What follows belongs to an exercise in optimizing a design on an open flow for small area, a short achievable clock period and few clock cycles per item; a production flow would make more cautious choices.
Only simulation tests tie the RTL to the original design; equivalence was not proved.
Power is estimated from default activity; no workload was simulated.

### flow/design.v
module md5_tables (
  input  wire [5:0]  step,
  output wire [7:0]  msel,
  output wire [3:0]  fsel,
  output wire [3:0]  rv,
  output wire [4:0]  ru,
  output wire        cl
);
  wire [63:0] msel_t0 = 64'h0040400018988444;
  assign msel[0] = msel_t0[step];
  wire [63:0] msel_t1 = 64'h1010080800404202;
  assign msel[1] = msel_t1[step];
  wire [63:0] msel_t2 = 64'h0000202000000080;
  assign msel[2] = msel_t2[step];
  wire [63:0] msel_t3 = 64'h0888800022220000;
  assign msel[3] = msel_t3[step];
  wire [63:0] msel_t4 = 64'h0000044440001111;
  assign msel[4] = msel_t4[step];
  wire [63:0] msel_t5 = 64'h2626111101010000;
  assign msel[5] = msel_t5[step];
  wire [63:0] msel_t6 = 64'h0101008084042020;
  assign msel[6] = msel_t6[step];
  wire [63:0] msel_t7 = 64'h0000020200000808;
  assign msel[7] = msel_t7[step];
  wire [63:0] fsel_t0 = 64'h0000000000007fff;
  assign fsel[0] = fsel_t0[step];
  wire [63:0] fsel_t1 = 64'h000000007fff8000;
  assign fsel[1] = fsel_t1[step];
  wire [63:0] fsel_t2 = 64'h00007fff80000000;
  assign fsel[2] = fsel_t2[step];
  wire [63:0] fsel_t3 = 64'h7fff800000000000;
  assign fsel[3] = fsel_t3[step];
  wire [63:0] rv_t0 = 64'h00002aaac4441111;
  assign rv[0] = rv_t0[step];
  wire [63:0] rv_t1 = 64'h444400001999a222;
  assign rv[1] = rv_t1[step];
  wire [63:0] rv_t2 = 64'h1999800022224444;
  assign rv[2] = rv_t2[step];
  wire [63:0] rv_t3 = 64'h2222555500000888;
  assign rv[3] = rv_t3[step];
  wire [63:0] ru_t0 = 64'h0888888888888888;
  assign ru[0] = ru_t0[step];
  wire [63:0] ru_t1 = 64'h1111111111110000;
  assign ru[1] = ru_t1[step];
  wire [63:0] ru_t2 = 64'h2222000022221111;
  assign ru[2] = ru_t2[step];
  wire [63:0] ru_t3 = 64'h0000222200002222;
  assign ru[3] = ru_t3[step];
  wire [63:0] ru_t4 = 64'h4444444444444444;
  assign ru[4] = ru_t4[step];
  wire [63:0] cl_t0 = 64'h8000000000000000;
  assign cl = cl_t0[step];
endmodule
module md5_add (
  input  wire [31:0] a,
  input  wire [31:0] b,
  output wire [31:0] s
);
  wire [31:0] p = a ^ b;
  wire [31:0] gg = a & b;
  wire g1 = gg[1] | (p[1] & gg[0]);
  wire p1 = p[1] & p[0];
  wire g2 = gg[3] | (p[3] & gg[2]);
  wire p2 = p[3] & p[2];
  wire g3 = gg[5] | (p[5] & gg[4]);
  wire p3 = p[5] & p[4];
  wire g4 = gg[7] | (p[7] & gg[6]);
  wire p4 = p[7] & p[6];
  wire g5 = gg[9] | (p[9] & gg[8]);
  wire p5 = p[9] & p[8];
  wire g6 = gg[11] | (p[11] & gg[10]);
  wire p6 = p[11] & p[10];
  wire g7 = gg[13] | (p[13] & gg[12]);
  wire p7 = p[13] & p[12];
  wire g8 = gg[15] | (p[15] & gg[14]);
  wire p8 = p[15] & p[14];
  wire g9 = gg[17] | (p[17] & gg[16]);
  wire p9 = p[17] & p[16];
  wire g10 = gg[19] | (p[19] & gg[18]);
  wire p10 = p[19] & p[18];
  wire g11 = gg[21] | (p[21] & gg[20]);
  wire p11 = p[21] & p[20];
  wire g12 = gg[23] | (p[23] & gg[22]);
  wire p12 = p[23] & p[22];
  wire g13 = gg[25] | (p[25] & gg[24]);
  wire p13 = p[25] & p[24];
  wire g14 = gg[27] | (p[27] & gg[26]);
  wire p14 = p[27] & p[26];
  wire g15 = gg[29] | (p[29] & gg[28]);
  wire p15 = p[29] & p[28];
  wire g16 = gg[31] | (p[31] & gg[30]);
  wire p16 = p[31] & p[30];
  wire g17 = gg[2] | (p[2] & g1);
  wire p17 = p[2] & p1;
  wire g18 = g2 | (p2 & g1);
  wire p18 = p2 & p1;
  wire g19 = gg[6] | (p[6] & g3);
  wire p19 = p[6] & p3;
  wire g20 = g4 | (p4 & g3);
  wire p20 = p4 & p3;
  wire g21 = gg[10] | (p[10] & g5);
  wire p21 = p[10] & p5;
  wire g22 = g6 | (p6 & g5);
  wire p22 = p6 & p5;
  wire g23 = gg[14] | (p[14] & g7);
  wire p23 = p[14] & p7;
  wire g24 = g8 | (p8 & g7);
  wire p24 = p8 & p7;
  wire g25 = gg[18] | (p[18] & g9);
  wire p25 = p[18] & p9;
  wire g26 = g10 | (p10 & g9);
  wire p26 = p10 & p9;
  wire g27 = gg[22] | (p[22] & g11);
  wire p27 = p[22] & p11;
  wire g28 = g12 | (p12 & g11);
  wire p28 = p12 & p11;
  wire g29 = gg[26] | (p[26] & g13);
  wire p29 = p[26] & p13;
  wire g30 = g14 | (p14 & g13);
  wire p30 = p14 & p13;
  wire g31 = gg[30] | (p[30] & g15);
  wire p31 = p[30] & p15;
  wire g32 = g16 | (p16 & g15);
  wire p32 = p16 & p15;
  wire g33 = gg[4] | (p[4] & g18);
  wire p33 = p[4] & p18;
  wire g34 = g3 | (p3 & g18);
  wire p34 = p3 & p18;
  wire g35 = g19 | (p19 & g18);
  wire p35 = p19 & p18;
  wire g36 = g20 | (p20 & g18);
  wire p36 = p20 & p18;
  wire g37 = gg[12] | (p[12] & g22);
  wire p37 = p[12] & p22;
  wire g38 = g7 | (p7 & g22);
  wire p38 = p7 & p22;
  wire g39 = g23 | (p23 & g22);
  wire p39 = p23 & p22;
  wire g40 = g24 | (p24 & g22);
  wire p40 = p24 & p22;
  wire g41 = gg[20] | (p[20] & g26);
  wire p41 = p[20] & p26;
  wire g42 = g11 | (p11 & g26);
  wire p42 = p11 & p26;
  wire g43 = g27 | (p27 & g26);
  wire p43 = p27 & p26;
  wire g44 = g28 | (p28 & g26);
  wire p44 = p28 & p26;
  wire g45 = gg[28] | (p[28] & g30);
  wire p45 = p[28] & p30;
  wire g46 = g15 | (p15 & g30);
  wire p46 = p15 & p30;
  wire g47 = g31 | (p31 & g30);
  wire p47 = p31 & p30;
  wire g48 = g32 | (p32 & g30);
  wire p48 = p32 & p30;
  wire g49 = gg[8] | (p[8] & g36);
  wire p49 = p[8] & p36;
  wire g50 = g5 | (p5 & g36);
  wire p50 = p5 & p36;
  wire g51 = g21 | (p21 & g36);
  wire p51 = p21 & p36;
  wire g52 = g22 | (p22 & g36);
  wire p52 = p22 & p36;
  wire g53 = g37 | (p37 & g36);
  wire p53 = p37 & p36;
  wire g54 = g38 | (p38 & g36);
  wire p54 = p38 & p36;
  wire g55 = g39 | (p39 & g36);
  wire p55 = p39 & p36;
  wire g56 = g40 | (p40 & g36);
  wire p56 = p40 & p36;
  wire g57 = gg[24] | (p[24] & g44);
  wire p57 = p[24] & p44;
  wire g58 = g13 | (p13 & g44);
  wire p58 = p13 & p44;
  wire g59 = g29 | (p29 & g44);
  wire p59 = p29 & p44;
  wire g60 = g30 | (p30 & g44);
  wire p60 = p30 & p44;
  wire g61 = g45 | (p45 & g44);
  wire p61 = p45 & p44;
  wire g62 = g46 | (p46 & g44);
  wire p62 = p46 & p44;
  wire g63 = g47 | (p47 & g44);
  wire p63 = p47 & p44;
  wire g64 = g48 | (p48 & g44);
  wire p64 = p48 & p44;
  wire g65 = gg[16] | (p[16] & g56);
  wire p65 = p[16] & p56;
  wire g66 = g9 | (p9 & g56);
  wire p66 = p9 & p56;
  wire g67 = g25 | (p25 & g56);
  wire p67 = p25 & p56;
  wire g68 = g26 | (p26 & g56);
  wire p68 = p26 & p56;
  wire g69 = g41 | (p41 & g56);
  wire p69 = p41 & p56;
  wire g70 = g42 | (p42 & g56);
  wire p70 = p42 & p56;
  wire g71 = g43 | (p43 & g56);
  wire p71 = p43 & p56;
  wire g72 = g44 | (p44 & g56);
  wire p72 = p44 & p56;
  wire g73 = g57 | (p57 & g56);
  wire p73 = p57 & p56;
  wire g74 = g58 | (p58 & g56);
  wire p74 = p58 & p56;
  wire g75 = g59 | (p59 & g56);
  wire p75 = p59 & p56;
  wire g76 = g60 | (p60 & g56);
  wire p76 = p60 & p56;
  wire g77 = g61 | (p61 & g56);
  wire p77 = p61 & p56;
  wire g78 = g62 | (p62 & g56);
  wire p78 = p62 & p56;
  wire g79 = g63 | (p63 & g56);
  wire p79 = p63 & p56;
  wire g80 = g64 | (p64 & g56);
  wire p80 = p64 & p56;
  assign s = p ^ {g79, g78, g77, g76, g75, g74, g73, g72, g71, g70, g69, g68, g67, g66, g65, g56, g55, g54, g53, g52, g51, g50, g49, g36, g35, g34, g33, g18, g17, g1, gg[0], 1'b0};
endmodule
module md5_addbk (
  input  wire [31:0] a,
  input  wire [31:0] b,
  output wire [31:0] s
);
  wire [31:0] p = a ^ b;
  wire [31:0] gg = a & b;
  wire g1 = gg[1] | (p[1] & gg[0]);
  wire p1 = p[1] & p[0];
  wire g2 = gg[3] | (p[3] & gg[2]);
  wire p2 = p[3] & p[2];
  wire g3 = gg[5] | (p[5] & gg[4]);
  wire p3 = p[5] & p[4];
  wire g4 = gg[7] | (p[7] & gg[6]);
  wire p4 = p[7] & p[6];
  wire g5 = gg[9] | (p[9] & gg[8]);
  wire p5 = p[9] & p[8];
  wire g6 = gg[11] | (p[11] & gg[10]);
  wire p6 = p[11] & p[10];
  wire g7 = gg[13] | (p[13] & gg[12]);
  wire p7 = p[13] & p[12];
  wire g8 = gg[15] | (p[15] & gg[14]);
  wire p8 = p[15] & p[14];
  wire g9 = gg[17] | (p[17] & gg[16]);
  wire p9 = p[17] & p[16];
  wire g10 = gg[19] | (p[19] & gg[18]);
  wire p10 = p[19] & p[18];
  wire g11 = gg[21] | (p[21] & gg[20]);
  wire p11 = p[21] & p[20];
  wire g12 = gg[23] | (p[23] & gg[22]);
  wire p12 = p[23] & p[22];
  wire g13 = gg[25] | (p[25] & gg[24]);
  wire p13 = p[25] & p[24];
  wire g14 = gg[27] | (p[27] & gg[26]);
  wire p14 = p[27] & p[26];
  wire g15 = gg[29] | (p[29] & gg[28]);
  wire p15 = p[29] & p[28];
  wire g16 = gg[31] | (p[31] & gg[30]);
  wire p16 = p[31] & p[30];
  wire g17 = g2 | (p2 & g1);
  wire p17 = p2 & p1;
  wire g18 = g4 | (p4 & g3);
  wire p18 = p4 & p3;
  wire g19 = g6 | (p6 & g5);
  wire p19 = p6 & p5;
  wire g20 = g8 | (p8 & g7);
  wire p20 = p8 & p7;
  wire g21 = g10 | (p10 & g9);
  wire p21 = p10 & p9;
  wire g22 = g12 | (p12 & g11);
  wire p22 = p12 & p11;
  wire g23 = g14 | (p14 & g13);
  wire p23 = p14 & p13;
  wire g24 = g16 | (p16 & g15);
  wire p24 = p16 & p15;
  wire g25 = g18 | (p18 & g17);
  wire p25 = p18 & p17;
  wire g26 = g20 | (p20 & g19);
  wire p26 = p20 & p19;
  wire g27 = g22 | (p22 & g21);
  wire p27 = p22 & p21;
  wire g28 = g24 | (p24 & g23);
  wire p28 = p24 & p23;
  wire g29 = g26 | (p26 & g25);
  wire p29 = p26 & p25;
  wire g30 = g28 | (p28 & g27);
  wire p30 = p28 & p27;
  wire g31 = g30 | (p30 & g29);
  wire p31 = p30 & p29;
  wire g32 = g27 | (p27 & g29);
  wire p32 = p27 & p29;
  wire g33 = g19 | (p19 & g25);
  wire p33 = p19 & p25;
  wire g34 = g21 | (p21 & g29);
  wire p34 = p21 & p29;
  wire g35 = g23 | (p23 & g32);
  wire p35 = p23 & p32;
  wire g36 = g3 | (p3 & g17);
  wire p36 = p3 & p17;
  wire g37 = g5 | (p5 & g25);
  wire p37 = p5 & p25;
  wire g38 = g7 | (p7 & g33);
  wire p38 = p7 & p33;
  wire g39 = g9 | (p9 & g29);
  wire p39 = p9 & p29;
  wire g40 = g11 | (p11 & g34);
  wire p40 = p11 & p34;
  wire g41 = g13 | (p13 & g32);
  wire p41 = p13 & p32;
  wire g42 = g15 | (p15 & g35);
  wire p42 = p15 & p35;
  wire g43 = gg[2] | (p[2] & g1);
  wire p43 = p[2] & p1;
  wire g44 = gg[4] | (p[4] & g17);
  wire p44 = p[4] & p17;
  wire g45 = gg[6] | (p[6] & g36);
  wire p45 = p[6] & p36;
  wire g46 = gg[8] | (p[8] & g25);
  wire p46 = p[8] & p25;
  wire g47 = gg[10] | (p[10] & g37);
  wire p47 = p[10] & p37;
  wire g48 = gg[12] | (p[12] & g33);
  wire p48 = p[12] & p33;
  wire g49 = gg[14] | (p[14] & g38);
  wire p49 = p[14] & p38;
  wire g50 = gg[16] | (p[16] & g29);
  wire p50 = p[16] & p29;
  wire g51 = gg[18] | (p[18] & g39);
  wire p51 = p[18] & p39;
  wire g52 = gg[20] | (p[20] & g34);
  wire p52 = p[20] & p34;
  wire g53 = gg[22] | (p[22] & g40);
  wire p53 = p[22] & p40;
  wire g54 = gg[24] | (p[24] & g32);
  wire p54 = p[24] & p32;
  wire g55 = gg[26] | (p[26] & g41);
  wire p55 = p[26] & p41;
  wire g56 = gg[28] | (p[28] & g35);
  wire p56 = p[28] & p35;
  wire g57 = gg[30] | (p[30] & g42);
  wire p57 = p[30] & p42;
  assign s = p ^ {g57, g42, g56, g35, g55, g41, g54, g32, g53, g40, g52, g34, g51, g39, g50, g29, g49, g38, g48, g33, g47, g37, g46, g25, g45, g36, g44, g17, g43, g1, gg[0], 1'b0};
endmodule
module md5_ktab (
  input  wire [5:0]  step,
  output wire [31:0] k
);
  wire [63:0] t0 = 64'hf4ef5e112e3a536a;
  assign k[0] = t0[step];
  wire [63:0] t1 = 64'h289b0182c394bd3f;
  assign k[1] = t1[step];
  wire [63:0] t2 = 64'h12a3d68c0f88250d;
  assign k[2] = t2[step];
  wire [63:0] t3 = 64'h20a42914744c259e;
  assign k[3] = t3[step];
  wire [63:0] t4 = 64'h72752940311a16a3;
  assign k[4] = t4[step];
  wire [63:0] t5 = 64'h352679721484cf1c;
  assign k[5] = t5[step];
  wire [63:0] t6 = 64'h01e8f1e8b5db8087;
  assign k[6] = t6[step];
  wire [63:0] t7 = 64'h6d5b339177e4378e;
  assign k[7] = t7[step];
  wire [63:0] t8 = 64'hc64b15329bc5bf49;
  assign k[8] = t8[step];
  wire [63:0] t9 = 64'hfb83c1b93167273d;
  assign k[9] = t9[step];
  wire [63:0] t10 = 64'h09f165d147b4857d;
  assign k[10] = t10[step];
  wire [63:0] t11 = 64'h08d934fccac2428c;
  assign k[11] = t11[step];
  wire [63:0] t12 = 64'h7ce97ec5845b1fc3;
  assign k[12] = t12[step];
  wire [63:0] t13 = 64'h99a7a3cf98619103;
  assign k[13] = t13[step];
  wire [63:0] t14 = 64'h7bf968bb48e63736;
  assign k[14] = t14[step];
  wire [63:0] t15 = 64'h7135185918e505d5;
  assign k[15] = t15[step];
  wire [63:0] t16 = 64'haa2c93e73be82215;
  assign k[16] = t16[step];
  wire [63:0] t17 = 64'h782d32f8fd4e8251;
  assign k[17] = t17[step];
  wire [63:0] t18 = 64'he1724a5e331ec75d;
  assign k[18] = t18[step];
  wire [63:0] t19 = 64'h15b9d6faf40ab60c;
  assign k[19] = t19[step];
  wire [63:0] t20 = 64'h380e18fb8746fe2c;
  assign k[20] = t20[step];
  wire [63:0] t21 = 64'h11a1e36df9ac622e;
  assign k[21] = t21[step];
  wire [63:0] t22 = 64'ha8281a15bed32749;
  assign k[22] = t22[step];
  wire [63:0] t23 = 64'h60e67ffe9ae45a95;
  assign k[23] = t23[step];
  wire [63:0] t24 = 64'hdafb2817edc45fdc;
  assign k[24] = t24[step];
  wire [63:0] t25 = 64'hefb33171a15aab10;
  assign k[25] = t25[step];
  wire [63:0] t26 = 64'h9dfcf66ff64ab25a;
  assign k[26] = t26[step];
  wire [63:0] t27 = 64'h75b629d6d8245fe1;
  assign k[27] = t27[step];
  wire [63:0] t28 = 64'h1924aa6492289248;
  assign k[28] = t28[step];
  wire [63:0] t29 = 64'hfbae91eebac6baeb;
  assign k[29] = t29[step];
  wire [63:0] t30 = 64'hcdaddb36b76ddadd;
  assign k[30] = t30[step];
  wire [63:0] t31 = 64'h5b76db6ddb6db76d;
  assign k[31] = t31[step];
endmodule
module MD5_custom_SIMD_instruction (clk, reset,
	in_v, rd, vrd1, vrd2,
		in_data, in_vdata1, in_vdata2,
	out_v, out_rd, out_vrd1, out_vrd2,
		out_data, out_vdata1, out_vdata2);
	input clk, reset;
	input in_v;
	input [4:0] rd;
	input [2:0] vrd1, vrd2;
	input [32-1:0] in_data;
	input [256-1:0] in_vdata1, in_vdata2;
	output out_v;
	output [4:0] out_rd;
	output [2:0] out_vrd1, out_vrd2;
	output [32-1:0] out_data;
	output [256-1:0] out_vdata1, out_vdata2;
	wire [511:0] min = {in_vdata2, in_vdata1};
	reg        busy, fin, outv, first;
	reg [5:0]  cnt;
	reg [4:0]  t_rd;
	reg [2:0]  t_vrd1, t_vrd2;
	reg [31:0] a, b, c, d, t;
	reg [31:0] ring [0:15];
	reg [7:0]  mr;
	reg [3:0]  fs;
	wire       cl = fin;
	reg [3:0]  rv;
	reg [4:0]  ru;
	always @(*) begin
		case ({cnt[5:4], cnt[1:0]})
			4'd0: begin rv = fin ? 4'd0 : 4'd8; ru = fin ? 5'd0 : 5'd1; end
			4'd1: begin rv = fin ? 4'd0 : 4'd1; ru = fin ? 5'd0 : 5'd4; end
			4'd2: begin rv = fin ? 4'd0 : 4'd2; ru = fin ? 5'd0 : 5'd8; end
			4'd3: begin rv = fin ? 4'd0 : 4'd4; ru = fin ? 5'd0 : 5'd16; end
			4'd4: begin rv = fin ? 4'd0 : 4'd2; ru = fin ? 5'd0 : 5'd1; end
			4'd5: begin rv = fin ? 4'd0 : 4'd2; ru = fin ? 5'd0 : 5'd2; end
			4'd6: begin rv = fin ? 4'd0 : 4'd4; ru = fin ? 5'd0 : 5'd4; end
			4'd7: begin rv = fin ? 4'd0 : 4'd1; ru = fin ? 5'd0 : 5'd16; end
			4'd8: begin rv = fin ? 4'd0 : 4'd1; ru = fin ? 5'd0 : 5'd1; end
			4'd9: begin rv = fin ? 4'd0 : 4'd8; ru = fin ? 5'd0 : 5'd2; end
			4'd10: begin rv = fin ? 4'd0 : 4'd1; ru = fin ? 5'd0 : 5'd8; end
			4'd11: begin rv = fin ? 4'd0 : 4'd8; ru = fin ? 5'd0 : 5'd16; end
			4'd12: begin rv = fin ? 4'd0 : 4'd4; ru = fin ? 5'd0 : 5'd1; end
			4'd13: begin rv = fin ? 4'd0 : 4'd4; ru = fin ? 5'd0 : 5'd2; end
			4'd14: begin rv = fin ? 4'd0 : 4'd8; ru = fin ? 5'd0 : 5'd4; end
			4'd15: begin rv = fin ? 4'd0 : 4'd2; ru = fin ? 5'd0 : 5'd16; end
			default: begin rv = 4'd0; ru = 5'd0; end
		endcase
	end
	wire       run = busy | fin;
	wire       last = busy & (cnt == 6'd63);
	wire [31:0] kadd;
	wire [7:0]  msel;
	wire [3:0]  fsel, rvn;
	wire [4:0]  run_;
	wire        cln;
	md5_tables tab (.step(cnt), .msel(msel), .fsel(fsel), .rv(rvn), .ru(run_), .cl(cln));
	wire        pol = ~cnt[0] & ~fin;
	wire [31:0] mword = {32{pol}} ^ (
		({32{mr[0]}} & ring[0]) |
		({32{mr[1]}} & ring[1]) |
		({32{mr[2]}} & ring[2]) |
		({32{mr[3]}} & ring[3]) |
		({32{mr[4]}} & ring[5]) |
		({32{mr[5]}} & ring[8]) |
		({32{mr[6]}} & ring[9]) |
		({32{mr[7]}} & ring[10]));
	wire [31:0] kt;
	md5_ktab ktab (.step(cnt), .k(kt));
	wire [31:0] kr = fin ? 32'h10325476 : kt;
	wire [31:0] ts = d ^ kr ^ mword;
	wire [31:0] tc = (d & kr) | (d & mword) | (kr & mword);
	wire [31:0] tsum;
	md5_addbk addt (.a(ts), .b({tc[30:0], 1'b0}), .s(tsum));
	wire [31:0] f = ({32{first}} & 32'hd76aa477) |
		({32{fs[0]}} & ((b & c) | (~b & d))) |
		({32{fs[1]}} & ((d & b) | (~d & c))) |
		({32{fs[2]}} & (b ^ c ^ d)) |
		({32{fs[3]}} & (c ^ (b | ~d)));
	wire [31:0] x;
	md5_add addx (.a(f), .b(t), .s(x));
	wire [31:0] z =
		({32{rv[0]}} & x) |
		({32{rv[1]}} & {x[30:0], x[31:31]}) |
		({32{rv[2]}} & {x[29:0], x[31:30]}) |
		({32{rv[3]}} & {x[28:0], x[31:29]});
	wire [31:0] y =
		({32{ru[0]}} & {z[27:0], z[31:28]}) |
		({32{ru[1]}} & {z[23:0], z[31:24]}) |
		({32{ru[2]}} & {z[19:0], z[31:20]}) |
		({32{ru[3]}} & {z[15:0], z[31:16]}) |
		({32{ru[4]}} & {z[11:0], z[31:12]}) |
		({32{cl}} & 32'hefcdab89);
	wire [31:0] bn;
	md5_add addb (.a(b), .b(y), .s(bn));
	wire [31:0] dn;
	md5_addbk addd (.a(c), .b({32{fin}} & 32'h98badcfe), .s(dn));
	integer j;
	always @(posedge clk) begin
		if (reset) begin
			busy <= 1'b0;
			fin <= 1'b0;
			outv <= 1'b0;
		end else begin
			busy <= busy ? ~last : in_v;
			fin <= last;
			outv <= fin;
		end
		first <= ~run;
		cnt <= busy ? cnt + 6'd1 : 6'd0;
		mr <= busy ? msel : 8'd4;
		fs <= busy ? fsel : 4'd0;
		a <= t;
		if (run) begin
			b <= bn;
			c <= b;
			d <= dn;
			t <= tsum;
			for (j = 0; j < 16; j = j + 1) ring[(j+1)%16] <= ~ring[j];
		end else begin
			b <= 32'hefcdab89; c <= 32'h98badcfe; d <= 32'h10325476;
			t <= min[31:0];
			t_rd <= rd; t_vrd1 <= vrd1; t_vrd2 <= vrd2;
			ring[1] <= ~min[31:0];
			ring[2] <= ~min[63:32];
			ring[4] <= ~min[95:64];
			ring[15] <= ~min[127:96];
			ring[13] <= ~min[159:128];
			ring[6] <= ~min[191:160];
			ring[0] <= ~min[223:192];
			ring[3] <= ~min[255:224];
			ring[9] <= ~min[287:256];
			ring[10] <= ~min[319:288];
			ring[12] <= ~min[351:320];
			ring[7] <= ~min[383:352];
			ring[5] <= ~min[415:384];
			ring[14] <= ~min[447:416];
			ring[8] <= ~min[479:448];
			ring[11] <= ~min[511:480];
		end
	end
	assign out_v = outv;
	assign out_rd = t_rd;
	assign out_vrd1 = t_vrd1;
	assign out_vrd2 = t_vrd2;
	assign out_data = 32'd0;
	assign out_vdata2 = {256{1'b0}};
	assign out_vdata1 = {128'd0, t, d, b, a};
endmodule
### flow/flow/run.sh
#!/bin/bash
# ORFS layout (the standard.sh) with: the full-adder and half-adder cells kept out of
# synthesis and layout (the platform's don't-use list plus fa/ha), a tighter setup-repair
# target, free resizing, and minimum-size port buffers.
set -euo pipefail
DU="sky130_fd_sc_hd__probe_p_8 sky130_fd_sc_hd__probec_p_8 sky130_fd_sc_hd__lpflow_bleeder_1 sky130_fd_sc_hd__lpflow_clkbufkapwr_1 sky130_fd_sc_hd__lpflow_clkbufkapwr_16 sky130_fd_sc_hd__lpflow_clkbufkapwr_2 sky130_fd_sc_hd__lpflow_clkbufkapwr_4 sky130_fd_sc_hd__lpflow_clkbufkapwr_8 sky130_fd_sc_hd__lpflow_clkinvkapwr_1 sky130_fd_sc_hd__lpflow_clkinvkapwr_16 sky130_fd_sc_hd__lpflow_clkinvkapwr_2 sky130_fd_sc_hd__lpflow_clkinvkapwr_4 sky130_fd_sc_hd__lpflow_clkinvkapwr_8 sky130_fd_sc_hd__lpflow_decapkapwr_12 sky130_fd_sc_hd__lpflow_decapkapwr_3 sky130_fd_sc_hd__lpflow_decapkapwr_4 sky130_fd_sc_hd__lpflow_decapkapwr_6 sky130_fd_sc_hd__lpflow_decapkapwr_8 sky130_fd_sc_hd__lpflow_inputiso0n_1 sky130_fd_sc_hd__lpflow_inputiso0p_1 sky130_fd_sc_hd__lpflow_inputiso1n_1 sky130_fd_sc_hd__lpflow_inputiso1p_1 sky130_fd_sc_hd__lpflow_inputisolatch_1 sky130_fd_sc_hd__lpflow_isobufsrc_1 sky130_fd_sc_hd__lpflow_isobufsrc_16 sky130_fd_sc_hd__lpflow_isobufsrc_2 sky130_fd_sc_hd__lpflow_isobufsrc_4 sky130_fd_sc_hd__lpflow_isobufsrc_8 sky130_fd_sc_hd__lpflow_isobufsrckapwr_16 sky130_fd_sc_hd__lpflow_lsbuf_lh_hl_isowell_tap_1 sky130_fd_sc_hd__lpflow_lsbuf_lh_hl_isowell_tap_2 sky130_fd_sc_hd__lpflow_lsbuf_lh_hl_isowell_tap_4 sky130_fd_sc_hd__lpflow_lsbuf_lh_isowell_4 sky130_fd_sc_hd__lpflow_lsbuf_lh_isowell_tap_1 sky130_fd_sc_hd__lpflow_lsbuf_lh_isowell_tap_2 sky130_fd_sc_hd__lpflow_lsbuf_lh_isowell_tap_4 sky130_fd_sc_hd__fa_1 sky130_fd_sc_hd__fa_2 sky130_fd_sc_hd__fa_4 sky130_fd_sc_hd__ha_1 sky130_fd_sc_hd__ha_2 sky130_fd_sc_hd__ha_4"
bash standard.sh "DONT_USE_CELLS=$DU" SETUP_SLACK_MARGIN=8.5 MATCH_CELL_FOOTPRINT=0 "BUFFER_PORTS_ARGS=-buffer_cell sky130_fd_sc_hd__buf_1" finish > standard.log 2>&1
### flow/standard.sh
#!/bin/bash
# synth_recipe.tcl (not shown) runs the flow's synth.tcl, then flattens the netlist and writes it again
# the make line also repeats each setting of config.mk as NAME=value (left out here)
make -C /OpenROAD-flow-scripts/flow DESIGN_CONFIG=/design/flow/config.mk WORK_HOME=/design/flow/orfs CLKGATE_MAP_FILE= SYNTH_SCRIPT=/design/flow/synth_recipe.tcl "${@:-finish}"
### flow/config.mk
export PLATFORM = sky130hd
export DESIGN_NAME = MD5_custom_SIMD_instruction
export DESIGN_NICKNAME = MD5_custom_SIMD_instruction
export VERILOG_FILES = /design/flow/design.v
export SDC_FILE = /design/flow/constraint.sdc
export NUM_CORES = 8
export LEC_CHECK = 0
export ABC_AREA = 1
export CAP_MARGIN = 20
export CORE_AREA = 5 5 385 385
export CTS_BUF_LIST = sky130_fd_sc_hd__clkbuf_2 sky130_fd_sc_hd__clkbuf_4 sky130_fd_sc_hd__clkbuf_8
export CTS_CLUSTER_SIZE = 20
export DIE_AREA = 0 0 390 390
export SLEW_MARGIN = 20
export TNS_END_PERCENT = 0
### flow/constraint.sdc
create_clock -name core_clock -period 12.0 [get_ports {clk}]
set_input_delay 2.4000 -clock core_clock [delete_from_list [all_inputs] [get_ports {clk}]]
set_output_delay 2.4000 -clock core_clock [all_outputs]
set_load 0.01 [all_outputs]
==> results of run 1 <==
## final cells by class
type | count | share of cell area (%)
multi-input combinational | 3863 | 46.4
clock inverter | 40 | 1.11
timing repair inverter | 3 | 0.0516
sequential | 705 | 29.8
inverter | 391 | 3.33
timing repair buffer | 896 | 9.72
tap | 1903 | 4.91
clock buffer | 177 | 4.65
antenna | 20 | 0.103
## registers in the layout (all words and copies together) (netlist names), 4 cells and up
name,cells
d,32
a,32
mr,8
t,32
fs,4
b,32
ring,512
cnt,6
t_rd,5
c,32
## path summary, 6_finish.rpt
kind                     from           to  slack, ns  cells past startpoint
setup / recovery        b[10]        b[22]       7.79                     32
hold reg to reg   ring[12][8]  ring[13][8]       0.35                      1
setup reg to reg        b[10]        b[22]       7.79                     32
hold / removal    ring[12][8]  ring[13][8]       0.35                      1
## logic make-up (layout without fill, tap and decap cells)
logic type / count (synthesis) / after routing / synth area share, %
and+or+nand+nor: 2244 / 2246 / 24.8
AOI/OAI and AO/OA: 618 / 618 / 9.64
muxes: 481 / 481 / 12.4
xor gates and xnor gates: 102 / 102 / 2.32
buffers and inverters: 988 / 1507 / 14.1
DFF: 705 / 705 / 36.7
other: 1 / 436 / 0.00968
## synthesized netlist by cell type (26+ instances only)
| cell | number | share of area [%] |
|---|---|---|
| o21ai_0 | 150 | 1.9 |
| dfxtp_1 | 694 | 36 |
| o21bai_1 | 26 | 0.50 |
| a21oi_1 | 208 | 2.7 |
| clkbuf_1 | 97 | 0.94 |
| nand3_1 | 379 | 4.9 |
| inv_2 | 38 | 0.37 |
| nand2_2 | 45 | 0.73 |
| nand2_1 | 1233 | 12 |
| nor2_1 | 374 | 3.6 |
| xor2_1 | 81 | 1.8 |
| o21ai_1 | 41 | 0.53 |
| nand4_1 | 70 | 1.1 |
| a221oi_1 | 47 | 1.1 |
| nor3_1 | 32 | 0.41 |
| nor2_2 | 29 | 0.47 |
| buf_4 | 427 | 8.3 |
| buf_1 | 41 | 0.40 |
| inv_1 | 349 | 3.4 |
| mux2i_1 | 481 | 12 |
## where the power goes
group          internal [µW]  total [µW]  switching (µW)
registers               2710        3080             375
clock network           1400        2500            1100
logic                   1340        3820            2480
total                   5440        9400            3960
## metrics by stage
stage	utilization (%)	hold WS (ns)	cells
4_1_cts	32.7	0.352	7912
5_1_grt	33.8	0.371	7990
6_report	33.8	0.349	7998
3_5_place_dp	29.0	0.392	7564
3_3_place_gp	29.0	0.389	7564
2_1_floorplan	-	0.387	5554
## worst max-delay path: cells and delay by family (launching register included)
kind,cells,cell delay (ns)
buffers and inverters,5,0.76
AO/OA/AOI/OAI,3,0.31
flip-flops,1,0.35
AND/OR/NAND/NOR,24,2.61
## repair_timing
action	4_1_cts	5_1_grt
hold endpoints to repair	0	0
setup buffers	124	65
endpoints found under the setup margin	334	329
gates cloned	7	1
pin swaps	73	121
hold buffers	0	0
gates resized for setup	400	294
## per-layer routing
layer  track usage, %  wire length, µm  up-vias
li1                 -                -    17900
met2             35.6            80700     1994
met4             12.5            11900       14
met3             5.17            15000      489
met1             23.7            63800    17800
met5                0               93        -
==> impl_metrics.yaml, run 1 <==
run_status:
  status: "complete, no violations"
placement:
  gp_congestion: 1.01
  place_area_mm2: 0.0416
  port_buffers: 665
  pre_cts_ws_ns: 5.49
  dp.final_hpwl_um: 129000
global_routing:
  grt-ovfl-total: 0
  grt_pass1_wl_um: 238000
  grt_max_degree: 124
  antenna_found_initial: 33
  grt_usage_pct: 21.0
  grt_pass1_vias: 35900
flow_run:
  drv_cap: 0
power_and_ir_drop:
  finalPower_uw: 9400
  powerDensity_mw_per_mm2: 194
  leakage_uw: 0.0236
  peakVddDrop_mv: 0.111
clock_tree:
  root_buffer: "clkbuf_8"
  worstSkewPairLatency_ns: 0.87
  cts_tree: "built"
  h-tree-depth: 3
  cts_made_buffers: 120
  clk_path_buf_depth: 3
  clk_pin_slew_ns: 0.06
  cts.sinks: 705
route:
  ant_nets: 0
  route.vias.total: 38200
  via_per_inst: 4.78
  drt_iter0_markers: 2800
  drc: 0
  routedWlPerCell_um: 21.4
  dr.pass1.iters: 6
  routed_wl_um: 172000
yosys:
  avgSynthCellArea_um2: 7.54
  synthArstFlopShare_pct: 0
  dominantRegCellSynth: "dfxtp_1"
  seq_area_frac_synth_pct: 36.7
  synthCells: 5139
  ys_ff_latch: 705
  ys_warn_count: 2
  syn_area_mm2: 0.0388
  synth-edff-count: 11
  ys_types: 68
sta:
  fin_worst_skew_ns: 0.0821
  rsz0062_at_grt: "yes"
  relSlewSlack_pct: 21.7
  finalCritPeriodShare_pct: 35.1
  finalWorstSetupSlack_ns: 7.79
  worst_pin_slew_ns: 1.17
  maxSlewViolCount: 0
  final-hold-violation-count: 0
  period_needed_ns: 4.21
  setup_viol: 0
  fmax_mhz: 238
  finalSetupTns_ns: 0
floorplan:
  fp.dieArea_mm2: 0.152
  core-area_mm2: 0.143
  ioPinCount: 1114
  die_w_um: 390
  rows: 139
  start_util_pct: 27.0
  die_h_um: 390
final_layout:
  multi_input_area_mm2: 0.0225
  drive_above_1_share_pct: 17.9
  fin_nets: 6538
  layout_common_cells: "nand2_1 (1105), buf_1 (653), dfxtp_1 (608)"
  syn_to_final_growth_pct: 25.1
  final.fill_count: 15100
  final_common_cell: "nand2_1"
  stdcell_area_mm2: 0.0485
  seq_area_mm2: 0.0144
setup_path:
  crit_required_ns: 12.65
  slowest_stage: "dfxtp_4"
  cp-end-kind: "register"
  critPathMaxStageDelay_ns: 0.35
  start_kind: "register"
  worstSetupPathType: "reg -> reg"
  critPathArrivalTime_ns: 4.86
  cp_max_fo: 8
min_path:
  holdCritPathClass: "reg -> reg"
Testbench counts, summed over its fixed seeds: cycles 105,600, hashes 1,600.
==> run 2, diff against run 1 <==
==> flow/flow/run.sh (replaced) <==
#!/bin/bash
# ORFS layout (the standard.sh) with: the full-adder and half-adder cells kept out of
# synthesis and layout (the platform's don't-use list plus fa/ha), a tighter setup-repair
# target, free resizing, and minimum-size port buffers.
set -euo pipefail
DU="sky130_fd_sc_hd__probe_p_8 sky130_fd_sc_hd__probec_p_8 sky130_fd_sc_hd__lpflow_bleeder_1 sky130_fd_sc_hd__lpflow_clkbufkapwr_1 sky130_fd_sc_hd__lpflow_clkbufkapwr_16 sky130_fd_sc_hd__lpflow_clkbufkapwr_2 sky130_fd_sc_hd__lpflow_clkbufkapwr_4 sky130_fd_sc_hd__lpflow_clkbufkapwr_8 sky130_fd_sc_hd__lpflow_clkinvkapwr_1 sky130_fd_sc_hd__lpflow_clkinvkapwr_16 sky130_fd_sc_hd__lpflow_clkinvkapwr_2 sky130_fd_sc_hd__lpflow_clkinvkapwr_4 sky130_fd_sc_hd__lpflow_clkinvkapwr_8 sky130_fd_sc_hd__lpflow_decapkapwr_12 sky130_fd_sc_hd__lpflow_decapkapwr_3 sky130_fd_sc_hd__lpflow_decapkapwr_4 sky130_fd_sc_hd__lpflow_decapkapwr_6 sky130_fd_sc_hd__lpflow_decapkapwr_8 sky130_fd_sc_hd__lpflow_inputiso0n_1 sky130_fd_sc_hd__lpflow_inputiso0p_1 sky130_fd_sc_hd__lpflow_inputiso1n_1 sky130_fd_sc_hd__lpflow_inputiso1p_1 sky130_fd_sc_hd__lpflow_inputisolatch_1 sky130_fd_sc_hd__lpflow_isobufsrc_1 sky130_fd_sc_hd__lpflow_isobufsrc_16 sky130_fd_sc_hd__lpflow_isobufsrc_2 sky130_fd_sc_hd__lpflow_isobufsrc_4 sky130_fd_sc_hd__lpflow_isobufsrc_8 sky130_fd_sc_hd__lpflow_isobufsrckapwr_16 sky130_fd_sc_hd__lpflow_lsbuf_lh_hl_isowell_tap_1 sky130_fd_sc_hd__lpflow_lsbuf_lh_hl_isowell_tap_2 sky130_fd_sc_hd__lpflow_lsbuf_lh_hl_isowell_tap_4 sky130_fd_sc_hd__lpflow_lsbuf_lh_isowell_4 sky130_fd_sc_hd__lpflow_lsbuf_lh_isowell_tap_1 sky130_fd_sc_hd__lpflow_lsbuf_lh_isowell_tap_2 sky130_fd_sc_hd__lpflow_lsbuf_lh_isowell_tap_4 sky130_fd_sc_hd__fa_1 sky130_fd_sc_hd__fa_2 sky130_fd_sc_hd__fa_4 sky130_fd_sc_hd__ha_1 sky130_fd_sc_hd__ha_2 sky130_fd_sc_hd__ha_4"
bash standard.sh "DONT_USE_CELLS=$DU" SETUP_SLACK_MARGIN=9 MATCH_CELL_FOOTPRINT=0 SKIP_REPAIR_TIE_FANOUT=1 "BUFFER_PORTS_ARGS=-buffer_cell sky130_fd_sc_hd__buf_1" finish > standard.log 2>&1
==> flow/config.mk (replaced) <==
export PLATFORM = sky130hd
export DESIGN_NAME = MD5_custom_SIMD_instruction
export DESIGN_NICKNAME = MD5_custom_SIMD_instruction
export VERILOG_FILES = /design/flow/design.v
export SDC_FILE = /design/flow/constraint.sdc
export NUM_CORES = 8
export LEC_CHECK = 0
export ABC_AREA = 1
export CAP_MARGIN = 20
export CORE_AREA = 5 5 375 375
export DIE_AREA = 0 0 380 380
export SLEW_MARGIN = 20
export TNS_END_PERCENT = 0
==> run 2 against run 1 <==
Largest power group unchanged. Cell area is 3.6% lower. Global-route usage is 0.61 points higher. Register-to-register slack improved by 0.02 ns.
==> impl_metrics.yaml, run 2 <==
route:
  routedWlPerCell_um: 22.4
  ant_nets: 0
  dr.pass1.iters: 6
  route.vias.total: 36800
  drc: 0
  via_per_inst: 5.00
  drt_iter0_markers: 3117
  routed_wl_um: 165000
placement:
  gp_congestion: 0.982
  dp.final_hpwl_um: 123000
  port_buffers: 665
final_layout:
  seq_area_mm2: 0.0144
  final.fill_count: 14500
  finish.utilization_pct: 34.4
  final_common_cell: "nand2_1"
  layout_common_cells: "nand2_1 (1087), buf_1 (661), dfxtp_1 (607)"
  drive_above_1_share_pct: 18.7
  regMostFlops: "ring"
  syn_to_final_growth_pct: 20.6
  multi_input_area_mm2: 0.0212
  largest_reg_flops: 512
  fin_nets: 6070
global_routing:
  grt_pass1_vias: 35700
  grt_usage_pct: 21.6
  busiest_layer: "met2"
  use_met2_pct: 37.2
  antenna_found_initial: 21
  grt_pass1_wl_um: 235000
  grt-ovfl-total: 0
  grt_max_degree: 417
  use_met1_pct: 24.5
  met3_usage_pct: 4.81
setup_path:
  cp-end-kind: "register"
  cp_max_fo: 5
  start_kind: "register"
  rr_startpoint: "b[24]"
  r2r-end: "b[15]"
  critPathMaxStageDelay_ns: 0.42
  reg2reg_slack_ns: 7.82
  crit_required_ns: 12.55
  worstSetupPathType: "reg -> reg"
  cpMostUsedCell: "nand2_1"
  reg2reg_depth: 29
  critPathArrivalTime_ns: 4.74
  slowest_stage: "dfxtp_4"
sta:
  maxSlewViolCount: 0
  final-hold-violation-count: 0
  finalCritPeriodShare_pct: 34.9
  finalSetupTns_ns: 0
  fin_worst_skew_ns: 0.0274
  worst_pin_slew_ns: 1.18
  setup_viol: 0
  period_needed_ns: 4.18
  relSlewSlack_pct: 21.2
  rsz0062_at_grt: "yes"
  fmax_mhz: 239
yosys:
  synthArstFlopShare_pct: 0
  synth_common_cells: "nand2_1 (1233), dfxtp_1 (694), mux2i_1 (481)"
  ys_types: 68
  dominantRegCellSynth: "dfxtp_1"
  synth_area_leader_cell: "dfxtp_1"
  synth.most_common_cell: "nand2_1"
  synth_top_cell_area_share_pct: 35.8
  ys_ff_latch: 705
  synth.area.top_cells: "dfxtp_1 (36%), mux2i_1 (12%), nand2_1 (12%)"
  avgSynthCellArea_um2: 7.54
  ys_warn_count: 2
  seq_area_frac_synth_pct: 36.7
  syn_area_mm2: 0.0388
  synthCells: 5139
  synth-edff-count: 11
min_path:
  min_from: "ring[7][5]"
  holdPathEnd: "ring[8][5]"
  hold_depth: 1
  holdCritPathClass: "reg -> reg"
clock_tree:
  h-tree-depth: 3
  worstSkewPairLatency_ns: 0.69
  clk_path_buf_depth: 3
  cts.sinks: 705
  cts_made_buffers: 80
  root_buffer: "clkbuf_16"
  clk_pin_slew_ns: 0.06
  cts_tree: "built"
floorplan:
  core-area_mm2: 0.136
  ioPinCount: 1114
  die_w_um: 380
  start_util_pct: 28.5
  fp.dieArea_mm2: 0.144
  rows: 135
  die_h_um: 380
run_status:
  status: "complete, no violations"
flow_run:
  drv_cap: 0
power_and_ir_drop:
  powerDensity_mw_per_mm2: 203
  leakage_uw: 0.0221
  peakVddDrop_mv: 0.144
-- run 2: cell counts after synthesis --
Identical to the previous run, type by type.
-- run 2: cells by family (layout without fill, tap and decap cells) --
logic type | count (synthesis) | count (layout) | share of synthesized area [%]
xor gates and xnor gates | 102 | 102 | 2.32
muxes | 481 | 481 | 12.4
AOI/OAI and AO/OA | 618 | 618 | 9.64
other | 1 | 13 | 0.00968
buffers and inverters | 988 | 1423 | 14.1
and+or+nand+nor | 2244 | 2246 | 24.8
DFF | 705 | 705 | 36.7
-- run 2: how the worst max path moves through the flow --
stage | slack, ns | start | end | cells after the start
global placement | 5.73 | cnt[0] | t[31] | 29
detailed placement | 5.91 | cnt[0] | t[31] | 29
CTS | 7.97 | fs[1] | b[28] | 37
floorplan | 8.55 | b[3] | b[25] | 38
finish | 7.82 | b[24] | b[15] | 29
global route | 7.64 | fs[0] | b[28] | 36
-- run 2: final cells by class --
class,instances,share of cell area [%]
multi-input combinational,3448,45.3
sequential,705,30.9
timing repair buffer,883,9.77
tap,1781,4.77
clock buffer,108,4.77
inverter,391,3.42
clock inverter,38,1.00
timing repair inverter,3,0.0696
antenna,12,0.0643
-- run 2: per-stage QoR --
stage	hold slack (ns)	worst slack, ns	cell area, µm²	instances	power [µW]
3_3_place_gp	0.389	5.73	40000	7026	6150
4_1_cts	0.395	7.97	45200	7298	9150
6_report	0.399	7.82	46700	7369	9480
5_1_grt	0.408	7.64	46700	7365	10000
3_5_place_dp	0.392	5.91	40000	7027	6190
2_1_floorplan	0.387	8.55	38900	5139	5250
-- run 2: timing repair --
action / in CTS / in global routing
setup endpoints to repair: 520 / 642
gates cloned: 6 / 2
hold buffers: 0 / 0
pin swaps: 94 / 137
buffers inserted: 119 / 57
resized for setup: 402 / 314
-- run 2: routing by layer --
metal	part of all wire (%)	wire length, µm
met3	8.1	13300
met2	48	78700
met1	37	61600
met4	6.9	11400
met5	0.065	107
-- run 2: critical path, delay by kind of cell (launching register included) --
| kind | cells | cell delay [ns] |
|---|---|---|
| buffers and inverters | 5 | 0.63 |
| AO/OA/AOI/OAI | 6 | 0.63 |
| flip-flops | 1 | 0.42 |
| AND/OR/NAND/NOR | 18 | 2.33 |
-- run 2: power by group --
group          leakage, µW  switching, µW  internal (µW)
Combinational       0.0148           2520           1390
Clock              0.00132           1090           1420
Sequential         0.00596            363           2710
==> run 3, diff against run 2 <==
--- a/flow/config.mk
+++ b/flow/config.mk
@@ -9,5 +9,6 @@
 export CAP_MARGIN = 20
 export CORE_AREA = 5 5 375 375
 export DIE_AREA = 0 0 380 380
+export PLACE_DENSITY = 0.5
 export SLEW_MARGIN = 20
 export TNS_END_PERCENT = 0
==> run 3 against run 2 <==
Still clean on timing, DRC and antenna. Worst setup slack got worse by 0.092 ns. Critical path depth increased by 6. Routed wire length rose by 3.4%. Count of clock-buffer cells in the layout increased by 12. Via count decreased by 1.7%. Sequential power hardly changed. Combinational power about the same.
==> impl_metrics.yaml, run 3 <==
run_status:
  status: "complete, no violations"
route:
  drc: 0
  routedWlPerCell_um: 23.1
  ant_nets: 0
  via_per_inst: 4.91
  drt_iter0_markers: 2793
  routed_wl_um: 171000
  route.vias.total: 36200
  dr.pass1.iters: 6
yosys:
  synthCells: 5139
  synth.area.top_cells: "dfxtp_1 (36%), mux2i_1 (12%), nand2_1 (12%)"
  synth.most_common_cell: "nand2_1"
  synth-xor-area-share_pct: 2.32
  dominantRegCellSynth: "dfxtp_1"
  synth_adder_area_share_pct: 0
  muxShareOfSynthArea_pct: 12.4
  syn_area_mm2: 0.0388
  synth_top_family_by_area: "simple AND/OR/NAND/NOR gates"
  synthArstFlopShare_pct: 0
  seq_area_frac_synth_pct: 36.7
  synth_area_leader_cell: "dfxtp_1"
  ys_types: 68
  avgSynthCellArea_um2: 7.54
  ys_warn_count: 2
  yosys.area_share.simple_pct: 24.8
  synth_top_cell_area_share_pct: 35.8
  synth_compound_area_share_pct: 9.64
  synth_common_cells: "nand2_1 (1233), dfxtp_1 (694), mux2i_1 (481)"
  synth-edff-count: 11
  ys_ff_latch: 705
setup_path:
  reg2reg_slack_ns: 7.73
  worstSetupPathType: "reg -> reg"
  cpMostUsedCell: "nand2_1"
  slowest_stage: "dfxtp_4"
  rr_startpoint: "d[15]"
  start_kind: "register"
  critPathArrivalTime_ns: 4.80
  cp_max_fo: 8
  critPathMaxStageDelay_ns: 0.45
  crit_required_ns: 12.52
  reg2reg_depth: 35
  crit_end: "b[19]"
  r2r-end: "b[19]"
  startpoint: "d[15]"
  cp-end-kind: "register"
clock_tree:
  cts.sinks: 705
  cts_tree: "built"
  cts_made_buffers: 84
  clk_pin_slew_ns: 0.06
  root_buffer: "clkbuf_16"
  h-tree-depth: 3
  clk_path_buf_depth: 3
  worstSkewPairLatency_ns: 0.75
  ctsHoldBuffers: 0
sta:
  finalCritPeriodShare_pct: 35.6
  final-hold-violation-count: 0
  finalWorstSetupSlack_ns: 7.73
  relSlewSlack_pct: 19.8
  maxSlewViolCount: 0
  setup_viol: 0
  finalSetupTns_ns: 0
  fmax_mhz: 234
  fin_worst_skew_ns: 0.0799
  period_needed_ns: 4.27
  worst_pin_slew_ns: 1.20
  rsz0062_at_grt: "yes"
flow_run:
  drv_cap: 0
global_routing:
  use_met2_pct: 38.0
  use_met1_pct: 26.1
  busiest_layer: "met2"
  antenna_found_initial: 42
  grt_max_degree: 417
  met3_usage_pct: 5.25
  grt-ovfl-total: 0
  grt_pass1_vias: 35000
  grt_usage_pct: 22.2
  grt_pass1_wl_um: 240000
final_layout:
  multi_input_area_mm2: 0.0212
  drive_above_1_share_pct: 18.3
  syn_to_final_growth_pct: 21.0
  seq_area_mm2: 0.0144
  layout_common_cells: "nand2_1 (1082), buf_1 (665), dfxtp_1 (618)"
  final_common_cell: "nand2_1"
  finish.utilization_pct: 34.5
  regMostFlops: "ring"
  final.fill_count: 14500
  largest_reg_flops: 512
  fin_nets: 6070
floorplan:
  ioPinCount: 1114
  core-area_mm2: 0.136
  die_h_um: 380
  fp.dieArea_mm2: 0.144
  start_util_pct: 28.5
  die_w_um: 380
  rows: 135
placement:
  port_buffers: 665
  dp.final_hpwl_um: 126000
  pre_cts_ws_ns: 5.62
  gp_congestion: 0.950
power_and_ir_drop:
  leakage_uw: 0.0222
  peakVddDrop_mv: 0.128
  powerDensity_mw_per_mm2: 205
min_path:
  holdCritPathClass: "reg -> reg"
  min_from: "ring[11][14]"
-- run 3: kinds of logic (layout without fill, tap and decap cells) --
kind of cell,count (synthesis),count (layout)
flops,705,705
mux,481,481
buf+inv,988,1425
xor+xnor,102,102
other cells,1,20
simple gates,2244,2246
compound gates,618,618
-- run 3: how the worst min path moves through the flow --
stage | depth (start not counted) | slack [ns] | to
finish | 1 | 0.36 | ring[12][14]
global placement | 1 | 0.39 | ring[15][19]
floorplan | 1 | 0.39 | ring[0][0]
global route | 1 | 0.36 | ring[12][14]
CTS | 1 | 0.35 | ring[8][16]
detailed placement | 1 | 0.39 | ring[14][14]
-- run 3: report_power, final --
group	switching, µW	total [µW]	internal (µW)
logic	2540	3900	1360
clock network	1150	2650	1500
registers	348	3050	2700
-- run 3: final cells by class --
type                       instances  share of cell area, %
timing repair buffer             878                   9.66
sequential                       705                   30.7
tap                             1781                   4.75
clock buffer                     120                   5.18
clock inverter                    32                  0.984
multi-input combinational       3448                   45.2
antenna                           19                  0.101
inverter                         391                   3.38
timing repair inverter             4                 0.0907
-- run 3: timing repair --
item / in CTS / in global routing
gates cloned: 8 / 3
buffers inserted: 102 / 66
gates resized for setup: 373 / 311
pin swaps: 99 / 144
setup endpoints to repair: 662 / 645
-- run 3: per-layer routing --
metal | part of all wire, % | up-vias | routed length (µm)
met4 | 5.7 | 26 | 9770
met3 | 7.4 | 404 | 12600
met1 | 39 | 17000 | 67200
met2 | 47 | 1439 | 81000
met5 | 0.10 | - | 171
li1 | - | 17400 | -
-- run 3: metrics by stage --
stage / hold slack (ns) / total power [µW] / instances / area [µm²]
after CTS: 0.348 / 9300 / 7290 / 45200
after detailed placement: 0.392 / 6200 / 7028 / 40000
after global routing: 0.358 / 10200 / 7371 / 46900
after global placement: 0.390 / 6180 / 7028 / 40000
final: 0.356 / 9600 / 7378 / 46900
after floorplan: 0.387 / 5250 / 5139 / 38900
-- run 3: critical path: cells and delay by family, from the launching register on --
kind	cells	cell delay, ns
and+or+nand+nor	28	2.85
buffers and inverters	4	0.59
DFF	1	0.45
AOI/OAI and AO/OA	3	0.21
==> run 4, diff against run 3 <==
--- a/flow/config.mk
+++ b/flow/config.mk
@@ -9,6 +9,6 @@
 export CAP_MARGIN = 20
 export CORE_AREA = 5 5 375 375
 export DIE_AREA = 0 0 380 380
-export PLACE_DENSITY = 0.5
+export PLACE_DENSITY = 0.7
 export SLEW_MARGIN = 20
 export TNS_END_PERCENT = 0
==> run 4 against run 3 <==
Routed wire length down 1.7%. Count of clock-buffer cells in the layout decreased by 9. Critical path depth is 4 lower. Worst setup slack got worse by 0.098 ns. Combinational power is 1% lower. Maximum frequency decreased by 2.2%. Core utilization shrank 0.54 points. Global-route usage decreased by 0.60 points. Non-clock buffer count down 24. Highest routed layer unchanged. Synthesized cell count unchanged.
==> impl_metrics.yaml, run 4 <==
run_status:
  status: "complete, no violations"
sta:
  rsz0062_at_grt: "yes"
  hold_slack_ns: 0.383
  period_needed_ns: 4.37
  fin_worst_skew_ns: 0.0359
  final-hold-violation-count: 0
  worst_pin_slew_ns: 1.18
  fmax_mhz: 229
  relSlewSlack_pct: 21.5
  finalWorstSetupSlack_ns: 7.63
  finalCritPeriodShare_pct: 36.4
  finalSetupTns_ns: 0
  setup_viol: 0
  maxSlewViolCount: 0
clock_tree:
  ctsHoldBuffers: 0
  cts_tree: "built"
  h-tree-depth: 3
  worstSkewPairLatency_ns: 0.69
  root_buffer: "clkbuf_16"
  clk_pin_slew_ns: 0.06
  cts.sinks: 705
  cts_made_buffers: 78
  clk_path_buf_depth: 3
route:
  dr.pass1.iters: 6
  drc: 0
  drt_iter0_markers: 3066
  via_per_inst: 5.06
  ant_nets: 0
  routed_wl_um: 168000
  route.vias.total: 37100
  routedWlPerCell_um: 22.9
final_layout:
  final_common_cell: "nand2_1"
  layout_common_cells: "nand2_1 (1116), buf_1 (664), dfxtp_1 (626)"
  finish.utilization_pct: 34.0
  syn_to_final_growth_pct: 19.1
  drive_above_1_share_pct: 16.9
  final.fill_count: 14300
  fin_nets: 6038
  largest_reg_flops: 512
  regMostFlops: "ring"
placement:
  pre_cts_ws_ns: 5.96
  gp_congestion: 0.993
  dp.final_hpwl_um: 126000
  port_buffers: 665
floorplan:
  rows: 135
  die_h_um: 380
  core-area_mm2: 0.136
  ioPinCount: 1114
  start_util_pct: 28.5
  fp.dieArea_mm2: 0.144
  die_w_um: 380
yosys:
  syn_area_mm2: 0.0388
  synthArstFlopShare_pct: 0
  ys_types: 68
  ys_warn_count: 2
  seq_area_frac_synth_pct: 36.7
  avgSynthCellArea_um2: 7.54
  synth.most_common_cell: "nand2_1"
  ys_ff_latch: 705
  synth-edff-count: 11
  synth_common_cells: "nand2_1 (1233), dfxtp_1 (694), mux2i_1 (481)"
  synthCells: 5139
  synth.area.top_cells: "dfxtp_1 (36%), mux2i_1 (12%), nand2_1 (12%)"
  synth_area_leader_cell: "dfxtp_1"
  synth_top_cell_area_share_pct: 35.8
  dominantRegCellSynth: "dfxtp_1"
setup_path:
  start_kind: "register"
  critPathMaxStageDelay_ns: 0.42
  cpMostUsedCell: "nand2_1"
  cp_max_fo: 8
  crit_required_ns: 12.55
  slowest_stage: "dfxtp_4"
  worstSetupPathType: "reg -> reg"
  critPathArrivalTime_ns: 4.92
  cp-end-kind: "register"
global_routing:
  grt_pass1_vias: 35800
  antenna_found_initial: 22
  grt_pass1_wl_um: 235000
  grt_usage_pct: 21.7
  grt-ovfl-total: 0
  grt_max_degree: 417
flow_run:
  drv_cap: 0
power_and_ir_drop:
  leakage_uw: 0.0218
  finalPower_uw: 9390
  peakVddDrop_mv: 0.144
  powerDensity_mw_per_mm2: 203
min_path:
  holdCritPathClass: "reg -> reg"
-- run 4: cell counts after synthesis --
Identical to the previous run, type by type.
-- run 4: power breakdown --
part / total (µW) / switching, µW / internal [µW]
combinational: 3860 / 2530 / 1330
clock: 2470 / 1060 / 1410
sequential: 3070 / 363 / 2700
-- run 4: final timing paths --
| check | from | endpoint | cells after the start | slack (ns) |
|---|---|---|---|---|
| max | fs[1] | b[15] | 31 | 7.63 |
| min | ring[4][25] | ring[5][25] | 1 | 0.38 |
| max reg2reg | fs[1] | b[15] | 31 | 7.63 |
| min reg2reg | ring[4][25] | ring[5][25] | 1 | 0.38 |
-- run 4: stage by stage --
| stage | std cells | instance area [µm²] |
|---|---|---|
| floorplan | 5139 | 38900 |
| global placement | 7025 | 40000 |
| detailed placement | 7025 | 40000 |
| CTS | 7256 | 44600 |
| global route | 7329 | 46200 |
| finish | 7334 | 46200 |
-- run 4: cells by family after synthesis --
kind of cell / synth area share [%]
other: 0.00968
buffers and inverters: 14.1
multiplexers: 12.4
flip-flops: 36.7
AO/OA/AOI/OAI: 9.64
XOR/XNOR: 2.32
AND/OR/NAND/NOR: 24.8
-- run 4: area by class of cell --
type                       count  area (µm²)  area share, %
timing repair buffer         854        4350           9.43
multi-input combinational   3448       21000           45.4
tap                         1781        2230           4.83
inverter                     391        1580           3.41
clock buffer                 111        2260           4.89
sequential                   705       14400           31.1
antenna                       13        32.5         0.0705
clock inverter                29         377          0.816
timing repair inverter         2        12.5         0.0271
-- run 4: timing repair --
item / CTS / global route
resized for setup: 323 / 290
endpoints found under the setup margin: 592 / 590
pin swaps: 71 / 124
gates cloned: 4 / 3
buffers inserted: 87 / 62
-- run 4: metal layers --
| layer | up-vias | GRT usage (%) | part of all wire, % |
|---|---|---|---|
| met5 | - | 0 | 0.056 |
| met4 | 14 | 12.4 | 6.9 |
| met3 | 501 | 5.17 | 8.4 |
| met2 | 1823 | 37.3 | 47 |
| met1 | 17400 | 24.5 | 37 |
| li1 | 17300 | - | - |
-- run 4: critical path: cells and delay by family, from the launching register on --
family	cells	cell delay, ns
AND/OR/NAND/NOR	24	2.96
buffers and inverters	4	0.58
flip-flops	1	0.42
AO/OA/AOI/OAI	3	0.30
==> run 5, diff against run 4 <==
--- a/flow/config.mk
+++ b/flow/config.mk
@@ -7,8 +7,7 @@
 export LEC_CHECK = 0
 export ABC_AREA = 1
 export CAP_MARGIN = 20
-export CORE_AREA = 5 5 375 375
-export DIE_AREA = 0 0 380 380
-export PLACE_DENSITY = 0.7
+export CORE_AREA = 5 5 385 385
+export DIE_AREA = 0 0 390 390
 export SLEW_MARGIN = 20
 export TNS_END_PERCENT = 0
==> run 5 against run 4 <==
Worst hold slack worse by 0.0038 ns. Global-route usage is 0.89 points lower. First-iteration DRC count is 14% lower. Synthesized area stayed put. Register-to-register slack better by 0.17 ns. Sequential power hardly changed. Largest cell class unchanged. Largest power group unchanged.
==> impl_metrics.yaml, run 5 <==
sta:
  rsz0062_at_grt: "yes"
  relSlewSlack_pct: 22.8
  final-hold-violation-count: 0
  period_needed_ns: 4.21
  worst_pin_slew_ns: 1.16
  fmax_mhz: 238
  setup_viol: 0
  fin_worst_skew_ns: 0.0379
  finalCritPeriodShare_pct: 35.1
  maxSlewViolCount: 0
  finalSetupTns_ns: 0
  finalWorstSetupSlack_ns: 7.79
global_routing:
  antenna_found_initial: 18
  grt_pass1_vias: 35500
  grt_usage_pct: 20.8
  grt_max_degree: 417
  grt_pass1_wl_um: 235000
  grt-ovfl-total: 0
final_layout:
  drive_above_1_share_pct: 18.7
  layout_common_cells: "nand2_1 (1086), buf_1 (659), dfxtp_1 (615)"
  regMostFlops: "ring"
  fin_nets: 6075
  syn_to_final_growth_pct: 21.3
  final.fill_count: 15200
  finish.utilization_pct: 32.8
  final_common_cell: "nand2_1"
  largest_reg_flops: 512
setup_path:
  critPathArrivalTime_ns: 4.80
  cpMostUsedCell: "nand2_2"
  slowest_stage: "dfxtp_4"
  path_buf_inv: 4
  start_kind: "register"
  critical-path-top-delay-family: "simple AND/OR/NAND/NOR gates"
  crit_required_ns: 12.59
  cp-end-kind: "register"
  critPathMaxStageDelay_ns: 0.42
  worstSetupPathType: "reg -> reg"
  reg2reg_slack_ns: 7.79
  cp_max_fo: 8
yosys:
  synthCells: 5139
  muxShareOfSynthArea_pct: 12.4
  seq_area_frac_synth_pct: 36.7
  synth-edff-count: 11
  ys_ff_latch: 705
  synth.area.top_cells: "dfxtp_1 (36%), mux2i_1 (12%), nand2_1 (12%)"
  yosys.area_share.simple_pct: 24.8
  synth_adder_area_share_pct: 0
  synth_top_family_by_area: "simple AND/OR/NAND/NOR gates"
  ys_types: 68
  synthArstFlopShare_pct: 0
  synth_top_cell_area_share_pct: 35.8
  synth_area_leader_cell: "dfxtp_1"
  synth_compound_area_share_pct: 9.64
  avgSynthCellArea_um2: 7.54
  ys_warn_count: 2
  syn_area_mm2: 0.0388
  synth_common_cells: "nand2_1 (1233), dfxtp_1 (694), mux2i_1 (481)"
  dominantRegCellSynth: "dfxtp_1"
  synth-xor-area-share_pct: 2.32
  synth.most_common_cell: "nand2_1"
power_and_ir_drop:
  powerDensity_mw_per_mm2: 204
  leakage_uw: 0.0222
  power_frac_clock_pct: 27.1
  p_sw_uw: 3990
  internal_power_uw: 5620
  swShare_pct: 41.5
  power_frac_comb_pct: 41.1
  peakVddDrop_mv: 0.146
  p_seq_share_pct: 31.8
placement:
  gp_congestion: 0.957
  dp.final_hpwl_um: 124000
  port_buffers: 665
  pre_cts_ws_ns: 5.96
route:
  route.vias.total: 36700
  drt_iter0_markers: 2640
  routedWlPerCell_um: 22.4
  routed_wl_um: 168000
  via_per_inst: 4.89
  dr.pass1.iters: 6
  drc: 0
  ant_nets: 0
clock_tree:
  cts_tree: "built"
  h-tree-depth: 3
  worstSkewPairLatency_ns: 0.68
  clk_path_buf_depth: 3
  ctsHoldBuffers: 0
  root_buffer: "clkbuf_16"
  cts_made_buffers: 78
  clk_pin_slew_ns: 0.06
  cts.sinks: 705
floorplan:
  rows: 139
  die_w_um: 390
  die_h_um: 390
  start_util_pct: 27.0
  core-area_mm2: 0.143
  fp.dieArea_mm2: 0.152
  ioPinCount: 1114
run_status:
  status: "complete, no violations"
min_path:
  holdCritPathClass: "reg -> reg"
flow_run:
  drv_cap: 0
[run 5: cell families (layout without fill, tap and decap cells)]
| family | Yosys count | count (layout) |
|---|---|---|
| and+or+nand+nor | 2244 | 2246 |
| buffers and inverters | 988 | 1424 |
| DFF | 705 | 705 |
| AOI/OAI and AO/OA | 618 | 618 |
| muxes | 481 | 481 |
| xor gates and xnor gates | 102 | 102 |
| other | 1 | 13 |
[run 5: layout make-up]
cell class / instances / area [µm²] / area share (%)
Timing Repair Buffer: 889 / 4640 / 9.87
Clock buffer: 106 / 2200 / 4.67
Clock inverter: 34 / 579 / 1.23
Sequential cell: 705 / 14400 / 30.6
Antenna cell: 12 / 30.0 / 0.0639
Multi-Input combinational cell: 3448 / 21200 / 45.1
Tap cell: 1903 / 2380 / 5.06
Inverter: 391 / 1580 / 3.36
Timing Repair inverter: 4 / 25.0 / 0.0532
[run 5: power groups by stage]
stage | Clock, µW | Combinational [µW] | Sequential (µW)
floorplan | 0 | 2290 | 2960
global placement | 0 | 3100 | 3080
detailed placement | 0 | 3140 | 3080
CTS | 2670 | 3630 | 3050
global route | 2770 | 4300 | 3090
finish | 2610 | 3940 | 3060
[run 5: stage by stage]
stage | total power, µW | area [µm²] | hold WS (ns) | instances
after detailed placement | 6220 | 40100 | 0.392 | 7152
after CTS | 9350 | 45800 | 0.378 | 7440
after global placement | 6180 | 40100 | 0.389 | 7152
after global routing | 10200 | 47000 | 0.403 | 7485
after floorplan | 5250 | 38900 | 0.387 | 5139
final | 9610 | 47000 | 0.379 | 7492
[run 5: worst register-to-register path, delay by kind of cell, from the launching register on]
family	cells	cell delay (ns)
simple gates	31	3.07
buf+inv	4	0.46
flops	1	0.42
compound gates	2	0.16
[run 5: routing by layer]
metal	vias up	wire length, µm	GRT usage (%)
met5	-	13	0
met2	1607	78800	35.2
met3	466	12900	4.60
li1	17400	-	-
met1	17200	64200	23.9
met4	2	11900	12.3
[run 5: timing repair]
action,in CTS,in global routing
cloned,8,1
gates resized for setup,467,242
setup endpoints to repair,639,578
pin swaps,137,117
setup buffers,140,39
[run 5: worst paths after layout]
check | end | from | depth (start not counted)
min reg2reg | ring[5][25] | ring[4][25] | 1
min | ring[5][25] | ring[4][25] | 1
max reg2reg | b[17] | fs[1] | 37
max | b[17] | fs[1] | 37

-- port drivers added, routing unchanged --
In the flow no input, the clock included, has a driving cell. The finished layouts below were timed again as built, in two steps.
Step 1 assumes that a clkbuf_16 drives the clock port and a buf_2 every other input.
Step 2 adds t to the input delays and takes it off the output delays; t is the mean of the earliest and latest rising clock arrival at the registers after step 1. Input paths then give back, and output paths get back, about the clock's delay inside the block.
a / b / c = no drivers / after step 1 / after step 2; a / b = the first two.
run	shift t [ns]	setup WS [ns]	worst setup path at the end
run 1	0.912	7.793 / 7.793 / 7.793	register to register
run 2	0.757	7.817 / 7.817 / 7.817	register to register
run 3	0.768	7.725 / 7.725 / 7.725	register to register
run 4	0.752	7.627 / 7.627 / 7.627	register to register
run 5	0.752	7.793 / 7.793 / 7.793	register to register
After both steps every run listed still meets setup and hold.
